Background: an optimization exercise with open tools, aiming at small area and a short achievable clock period. Do not read the settings as production practice.
Function was checked by simulation only, so behaviour that the tests miss may differ from the original.
No activity file was given, so power comes from the tool's default toggle rates.

==> flow/design.v (excerpt) <==
module PGM#(
    parameter    PLATFORM = "xilinx"
)(
input			clk,
input			rst_n,
input           cnt_rst,
input           lau_update_finish,
input     [47:0] timestamp,
input            in_pgm_addr_shift,
input            in_pgm_slot_shift, 
input	         in_pgm_test_start,       
input            test_stop, 
input     [11:0] in_pgm_pkt_1_len,
input     [11:0] in_pgm_pkt_2_len,
input     [11:0] in_pgm_pkt_3_len,
input     [11:0] in_pgm_pkt_4_len,
input     [11:0] in_pgm_pkt_5_len,
input     [11:0] in_pgm_pkt_6_len,
input     [11:0] in_pgm_pkt_7_len,
input     [11:0] in_pgm_pkt_8_len,
input	  [15:0] in_pgm_tb_1_size, 
input     [15:0] in_pgm_tb_1_rate,
input	  [15:0] in_pgm_tb_2_size, 
input     [15:0] in_pgm_tb_2_rate,
input	  [15:0] in_pgm_tb_3_size, 
input     [15:0] in_pgm_tb_3_rate,
input	  [15:0] in_pgm_tb_4_size, 
input     [15:0] in_pgm_tb_4_rate,
input	  [15:0] in_pgm_tb_5_size, 
input     [15:0] in_pgm_tb_5_rate,
input	  [15:0] in_pgm_tb_6_size, 
input     [15:0] in_pgm_tb_6_rate,
input	  [15:0] in_pgm_tb_7_size, 
input     [15:0] in_pgm_tb_7_rate,
input	  [15:0] in_pgm_tb_8_size, 
input     [15:0] in_pgm_tb_8_rate,
input            gcl_ram_rd,
input     [3:0]  slot_shift_cnt, 
input     [8:0]  slot_ID,
output     [31:0] out_pgm_pkt_1_cnt,
output     [31:0] out_pgm_pkt_2_cnt,
output     [31:0] out_pgm_pkt_3_cnt,
output     [31:0] out_pgm_pkt_4_cnt,
output     [31:0] out_pgm_pkt_5_cnt,
output     [31:0] out_pgm_pkt_6_cnt,
output     [31:0] out_pgm_pkt_7_cnt,
output     [31:0] out_pgm_pkt_8_cnt,
input     [7:0]  in_pgm_fifo_usedw, 
output           out_pgm_gcl_rd,   
output    [4:0]  out_pgm_gcl_addr,    
input	  [127:0]in_pgm_gc,         
output	         out_pgm_pkt_hdr_rd,
output	  [5:0]  out_pgm_pkt_hdr_addr,
input	  [127:0]in_pgm_pkt_hdr,
output	   [133:0]out_pgm_data,
output	          out_pgm_data_wr,
output	          out_pgm_data_valid,
output	          out_pgm_data_valid_wr
);
export LEC_CHECK = 0
export CAP_MARGIN = 20
export CORE_AREA = 5 5 315 315
export DIE_AREA = 0 0 320 320
export SLEW_MARGIN = 20
create_clock -name core_clock -period 18.0 [get_ports {clk}]
standard.sh (not shown) runs the stock make flow with config.mk's settings and CLKGATE_MAP_FILE= SYNTH_SCRIPT=/design/flow/synth_recipe.tcl, a recipe that flattens the netlist after the stock synthesis.
==> flow/flow/run.sh <==
#!/bin/bash
set -euo pipefail
HERE=$(cd "$(dirname "$0")" && pwd)
MARGIN=$(cat "$HERE/margin.txt")
KNOBS=(BUFFER_PORTS_ARGS="-buffer_cell sky130_fd_sc_hd__buf_1" SETUP_SLACK_MARGIN=$MARGIN)
if [[ -f "$HERE/knobs.txt" ]]; then
  while read -r kv; do [[ -n "$kv" ]] && KNOBS+=("$kv"); done < "$HERE/knobs.txt"
fi
bash standard.sh "${KNOBS[@]}" synth > synth.log 2>&1
bash standard.sh "${KNOBS[@]}" floorplan > floorplan.log 2>&1
bash standard.sh "${KNOBS[@]}" place > place.log 2>&1
bash standard.sh "${KNOBS[@]}" cts > cts.log 2>&1
bash standard.sh "${KNOBS[@]}" route > route.log 2>&1
bash standard.sh "${KNOBS[@]}" finish > finish.log 2>&1
==> flow/flow/margin.txt <==
12.7
Then changed:
--- a/flow/design.v
+++ b/flow/design.v
@@ -247,39 +247,26 @@
         upd <= 1'b0;
         slave <= 1'b0;
     end
     else if (!upd) upd <= lau_update_finish;
     else if (test_stop) upd <= 1'b0;
     else slave <= in_pgm_slot_shift;
 end
 wire        shift = slave ^ in_pgm_slot_shift;
-reg  [7:0]  sel1;        
-reg  [15:0] nct;         
-always @(posedge clk) begin
-    if (st == S_PRIO && gv) sel1 <= 8'd1 << gidx;
-    if (st == S_SEL) nct <= 16'd0 - {4'd0, len[idx] + 12'd4};
-end
+reg  [15:0] nct;
+always @(posedge clk) if (st == S_SEL) nct <= 16'd0 - {4'd0, len[idx] + 12'd4};
 wire        ct_on = (st == S_P1);
-wire [15:0] rt_all [0:7];
-reg  [15:0] rt_sel;
-integer si;
-always @(*) begin
-    rt_sel = 16'd0;
-    for (si = 0; si < 8; si = si + 1)
-        rt_sel = rt_sel | (rt_all[si] & {16{sel1[si]}});
-end
-wire [16:0] rt_dbk = ks16(rt_sel, nct, 1'b0);
-wire [15:0] rt_deb = rt_dbk[15:0];
 genvar gi;
 generate for (gi = 0; gi < 8; gi = gi + 1) begin : g_tb
     reg  [15:0] RT;
     reg  [11:0] pl;
-    assign rt_all[gi] = RT;
-    wire [15:0] t1 = (ct_on && sel1[gi]) ? rt_deb : RT;
+    wire [15:0] cg = (ct_on && idx == gi) ? nct : 16'd0;
+    wire [16:0] tk = ks16(RT, cg, 1'b0);
+    wire [15:0] t1 = tk[15:0];
     wire [16:0] u  = ks16(t1, tbr[gi], 1'b0);
     wire [15:0] ps = tbs[gi] ^ ~t1 ^ ~tbr[gi];
     wire [15:0] pc = (tbs[gi] & ~t1) | (tbs[gi] & ~tbr[gi]) | (~t1 & ~tbr[gi]);
     wire [15:0] y  = {pc[14:0], 1'b1};
     wire [16:0] yk = ks16(y, ps, 1'b1);    
     wire        c  = yk[16];
     wire        le = u[16] ? (pc[15] | c) : (pc[15] & c);
     reg  [15:0] alt;
The new run completed without violations.
Die area does not change.
Setup slack got worse by 0.027 ns.
Clock power drops by about 2%.
Utilization came out higher by 4.2 points.
Sequential cell count falls by 8.

[re-timing with driven ports]
The results above use ideal ports. As a check the final layouts listed here were re-extracted and re-timed, cells and wires unchanged. Step 1 assumes that a clkbuf_16 drives the clock port and a buf_2 every other input. Step 2 times the ports against the registers' clock, not the clock port: input delays grow and output delays shrink by t, the midpoint of the rising clock arrivals with the driver on. Three values: no drivers, after step 1, after step 2; two values: the first two.
| run | shift t [ns] | setup WS [ns] | latest minus earliest clock arrival (ns) | cell pins on the clock port's net |
|---|---|---|---|---|
| the first run | 0.809 | 12.220 / 12.155 / 11.346 | 0.050 / 0.050 | 1 |
| the second run | 0.787 | 12.193 / 12.152 / 11.365 | 0.050 / 0.051 | 1 |
After both steps every run listed still meets setup and hold. The setup slack of the first run, which loses most, moves by -0.065 ns with the drivers and by -0.874 ns with both steps.
